This design comes from an exercise in tuning for small area, a short achievable clock period and few clock cycles per item on the open sky130 flow, not from production work.
RTL that was checked went through simulation tests only; none was proved equivalent to the original.
No activity file was given, so power comes from the tool's default toggle rates.

## P
==> flow/design.v (excerpt) <==
module riscv_div (
    input  logic        clk,
    input  logic        rst_n,
    input  logic        in_valid,
    input  logic [31:0] op_a,       
    input  logic [31:0] op_b,       
    input  logic [1:0]  opcode,     
    input  logic        out_ready,
    output logic        out_valid,
    output logic [31:0] result
  );
Size: about 120 flip-flops, roughly 100 I/O pins, ~0.012 mm^2 of cells after synthesis.
Settings: LEC_CHECK=0, CAP_MARGIN=20, CORE_MARGIN=2, CORE_UTILIZATION=40, PLACE_DENSITY=0.6, SETUP_SLACK_MARGIN=3.0, SLEW_MARGIN=20; clock period 6.0 ns.
standard.sh (not shown) runs the stock make flow with config.mk's settings and CLKGATE_MAP_FILE= SYNTH_SCRIPT=/design/flow/synth_recipe.tcl, a recipe that flattens the netlist after the stock synthesis.
==> flow/flow/run.sh <==
#!/bin/bash
# Standard layout, with the port buffers made from the smallest buffer cell
# instead of the one buffer_ports picks by default.
set -e
export BUFFER_PORTS_ARGS="-buffer_cell sky130_fd_sc_hd__buf_1"
bash standard.sh > standard.log 2>&1
Testbench counts of P, summed over its fixed seeds: cycles 27,127, items 3,200.
#### Input delta (Q over P)
- changing CORE_UTILIZATION from 40 to 50
- changing PLACE_DENSITY from 0.6 to 0.7
- changing SETUP_SLACK_MARGIN from 3.0 to 2.5
## What came out
- Between P and Q, least setup slack across all paths after layout decreased.
- Compared Q against P; insertion delay to the later sink of the worst-skew pair within noise.
- [Q] synthesis-to-finish area growth fell 14 points relative to P
- Summary of Q over P: setup slack of the most critical reg-to-reg path lost 0.15 ns, hold slack picked up an extra 0.056 ns.
- Delta (Q minus P): number of detailed-route iterations in the first pass went up by 2, die area went down by about 20%.
Edits applied to the flow inputs when going from Q to R:
- PLACE_DENSITY changed from 0.7 to 0.6
- CORE_UTILIZATION changed from 50 to 40
R went all the way through synthesis, placement and routing and the layout is clean on timing, DRC and antenna.
Measured against each other, R and Q differ in final critical-path required period, the higher figure coming from R.
Diff Q..R | reported max-cap violation count | unchanged
Q has higher met1 track utilization from global routing than R.
Changes observed in R relative to Q: number of filler instances in the final layout picked up an extra 808, total chip power rose 4.2%, detailed-route wire length moved up.
[inputs] S vs R
- SETUP_SLACK_MARGIN: 2.5 -> 2.7
Findings:
- Going from R to S, synthesized cell area level; total chip power moved up; post-route standard cell area excluding fillers moved up; largest voltage drop on the vdd net moved down.
- Taking R as the reference, in S growth of design area from synthesis to finish has increased, number of global-route vias before repair now sits higher.


amber:
Another version of the RTL of riscv_div (not shown whole).
For scale: about 1,300 cells after synthesis, roughly 110 flip-flops, ~100 I/O pins.
Settings: LEC_CHECK=0, CAP_MARGIN=20, CORE_MARGIN=2, CORE_UTILIZATION=65, PLACE_DENSITY=0.75, SETUP_SLACK_MARGIN=1.5, SLEW_MARGIN=20; clock period 6.0 ns.
run.sh (not shown) runs the stock make flow with config.mk's settings and CLKGATE_MAP_FILE= SYNTH_SCRIPT=/design/flow/synth_recipe.tcl, a recipe that flattens the netlist after the stock synthesis.
Stock flow here: none of the scripts above is used.
amber: flow completed, timing, DRC and antenna clean
--- input diff amber..garnet ---
-- flow/config.mk --
<<< amber, line 8
export CAP_MARGIN = 20
export CORE_MARGIN = 2
export CORE_UTILIZATION = 65
export PLACE_DENSITY = 0.75
export SETUP_SLACK_MARGIN = 1.5
export SLEW_MARGIN = 20
>>> garnet, line 8
export CAP_MARGIN = 20
export CORE_MARGIN = 2
export CORE_UTILIZATION = 40
export PLACE_DENSITY = 0.6
export SETUP_SLACK_MARGIN = 1.5
export SLEW_MARGIN = 20
amber -> garnet: area of combinational cells with multiple inputs flat. Looking at cell type of the slowest stage on the worst timing path, the sky130_fd_sc_hd__clkdlybuf4s50_1 result is from amber; the sky130_fd_sc_hd__or4b_4 one comes from garnet. Taking amber as the reference, in garnet maximum number of pins on one net before global-route repair -12%; number of fillers in the final layout +1,523; power -280 uW.
Function was not checked in any run of this note: the RTL went through the layout flow alone.


Another version of the RTL of riscv_div (not shown whole).
Size in the first run: about 110 flip-flops, about 12,000 um^2 of cells after synthesis.
Settings: LEC_CHECK=0, CAP_MARGIN=20, CORE_MARGIN=2, CORE_UTILIZATION=40, PLACE_DENSITY=0.6, SETUP_SLACK_MARGIN=2.5, SLEW_MARGIN=20; clock period 6.0 ns.
The starting point completed without violations.
==> next run, changes <==
Settings changed: SETUP_SLACK_MARGIN 2.5 to 2.0.
- clock-buffer cell count goes down by 1
- core utilization goes down by 0.35 points
- first-iteration DRC count goes up slightly
- worst setup slack is worse by 0.036 ns
- global-route usage goes down by 0.49 points
- total power goes down slightly
- clock skew goes up by 0.0085 ns
No run of this note included a check of the RTL's function; only the layout flow was run.


old:
Another version of the RTL of riscv_div (not shown whole).
Size: about 11000 um^2 of cells after synthesis.
clock: 6.0 ns
lec_check: 0
cap_margin: 20
core_margin: 2
core_utilization: 40
place_density: 0.6
setup_slack_margin: 1.5
slew_margin: 20
standard.sh (not shown) runs the stock make flow with config.mk's settings and CLKGATE_MAP_FILE= SYNTH_SCRIPT=/design/flow/synth_recipe.tcl, a recipe that flattens the netlist after the stock synthesis.
Scripts as last shown in full above: flow/flow/run.sh
old has completed all stages; timing, DRC and antenna checks passed.
Inputs modified between old and new:
==> flow/run.sh (new file) <==
#!/bin/bash
# synth_recipe.tcl (not shown) runs the flow's synth.tcl, then flattens the netlist and writes it again
# the make line also repeats each setting of config.mk as NAME=value (left out here)
make -C /OpenROAD-flow-scripts/flow DESIGN_CONFIG=/design/flow/config.mk WORK_HOME=/design/flow/orfs CLKGATE_MAP_FILE= SYNTH_SCRIPT=/design/flow/synth_recipe.tcl finish
removed: flow/flow/run.sh
removed: flow/standard.sh
--- outcome ---
In summary, new completed successfully, with a layout that passed the timing, DRC and antenna checks.
Ratio of total power to cell area, new and old, lower one = new.
old → new: pre-CTS worst setup slack lost 0.19 ns, sequential share of layout area lost 1.5 points.
Function was not checked in any run of this note: the RTL went through the layout flow alone.


Setup of willow:
Another version of the RTL of riscv_div (not shown whole).
Size: roughly 1,500 cells after synthesis, about 120 flip-flops, roughly 100 I/O pins, about 12,000 µm² of cells after synthesis.
clock: 6.0 ns
lec_check: 0
cap_margin: 20
core_margin: 2
core_utilization: 50
place_density: 0.7
setup_slack_margin: 2.7
slew_margin: 20
==> flow/flow/run.sh <==
#!/bin/bash
# Standard layout, with the port buffers made from the smallest buffer cell
# instead of the one buffer_ports picks by default.
set -e
export BUFFER_PORTS_ARGS="-buffer_cell sky130_fd_sc_hd__buf_1"
bash standard.sh > standard.log 2>&1
Looking at the reports, willow completed the entire flow and the layout it produced met the timing, DRC and antenna checks.
Testbench counts of willow, summed over its fixed seeds: cycles 27,127, items 3,200.
Changes in raven relative to willow:
Settings: SETUP_SLACK_MARGIN now 2.9, was 2.7.
--- outcome ---
NOTE storage element area willow->raven increased slightly. Compared to willow, the router laid down more metal wire for raven. raven: no failed stages, no open violations at the end. Diff willow..raven | total number of H-tree levels | unchanged. raven against willow: maximum frequency saw an increase, area added between synthesis and finish saw an increase, non-clock buffer instance count of the final layout saw an increase, relative contribution of combinational cells to total power saw an increase.
[inputs] harbor vs raven
Settings: CTS_BUF_LIST: unset -> sky130_fd_sc_hd__clkbuf_4 sky130_fd_sc_hd__clkbuf_8; SETUP_SLACK_MARGIN: 2.9 -> 2.7.
Results
- harbor: done, clean on timing, DRC and antenna
- div_i.B[13] as the endpoint of the most critical setup path was reported by raven, and div_i.B[12] by harbor.
- Against raven as the reference, harbor delivers a lower global placer's final weighted congestion.
- Summary of harbor over raven: post-layout instance area now sits lower; power consumed by combinational cells lost about 17%; register clock-pin slew on the reported worst setup and hold paths has increased.
Relative to harbor, the following input files were edited for maple:
Settings: CTS_BUF_LIST: sky130_fd_sc_hd__clkbuf_4 sky130_fd_sc_hd__clkbuf_8 -> unset; CORE_UTILIZATION: 50 -> 60; PLACE_DENSITY: 0.7 -> 0.75.
In summary, maple completed successfully, with a layout that passed the timing, DRC and antenna checks. Sort maple and harbor by count of clock-net buffers in the final layout, ascending, and harbor comes first. The hold violation count in the final report was comparable across maple and harbor. In maple, worst slack at placement is lower than in harbor. maple vs. harbor: horizontal die dimension now sits lower; worst setup slack down 0.083 ns. Area: maple vs harbor -> maple larger.

-- static timing again, ports no longer ideal --
In the flow no input, the clock included, has a driving cell. The finished layouts below were timed again as built, in two steps.
Step 1 assumes that a clkbuf_16 drives the clock port and a buf_2 every other input.
Step 2 moves the port delays by t, midway between the first and last clock arrival at a register: inputs arrive t later, outputs are due t later. That takes back most of the time a late clock gives input paths.
Three values: ideal, step 1, step 2; two values: the first two.
run | t, ns | slack for setup (ns) | hold slack, ns | latest minus earliest clock arrival (ns) | worst slew at a driven data input, ns
P | 0.480 | 2.692 / 2.692 / 2.580 | 0.528 / 0.528 / 0.528 | 0.017 / 0.017 | 0.06
Q | 0.472 | 2.516 / 2.538 / 2.067 | 0.584 / 0.584 / 0.584 | 0.020 / 0.020 | 0.04
R | 0.482 | 2.488 / 2.519 / 2.037 | 0.512 / 0.512 / 0.512 | 0.017 / 0.018 | 0.11
S | 0.477 | 2.637 / 2.637 / 2.268 | 0.512 / 0.512 / 0.512 | 0.016 / 0.015 | 0.09
amber | 0.419 | 1.205 / 1.158 / 1.050 | 0.599 / 0.599 / 0.599 | 0.010 / 0.010 | 0.04
garnet | 0.414 | 1.272 / 1.222 / 1.205 | 0.589 / 0.589 / 0.589 | 0.021 / 0.021 | 0.04
the first run of note 3 | 0.423 | 1.545 / 1.498 / 1.337 | 0.483 / 0.483 / 0.483 | 0.014 / 0.015 | 0.06
the second run of note 3 | 0.422 | 1.509 / 1.463 / 1.174 | 0.496 / 0.496 / 0.496 | 0.023 / 0.023 | 0.06
old | 0.411 | 1.437 / 1.439 / 1.028 | 0.531 / 0.531 / 0.531 | 0.013 / 0.013 | 0.07
new | 0.412 | 1.544 / 1.562 / 1.149 | 0.550 / 0.550 / 0.550 | 0.012 / 0.013 | 0.07
willow | 0.469 | 2.687 / 2.710 / 2.242 | 0.574 / 0.574 / 0.574 | 0.013 / 0.013 | 0.04
raven | 0.479 | 2.853 / 2.853 / 2.499 | 0.518 / 0.518 / 0.518 | 0.016 / 0.017 | 0.04
harbor | 0.508 | 2.685 / 2.685 / 2.224 | 0.575 / 0.571 / 0.575 | 0.017 / 0.017 | 0.04
maple | 0.474 | 2.602 / 2.630 / 2.156 | 0.573 / 0.573 / 0.573 | 0.014 / 0.013 | 0.04
After both steps setup and hold are still met in every run listed. For harbor, which loses most, drivers alone change the setup slack by 0.000 ns; drivers and shift together by -0.461 ns.
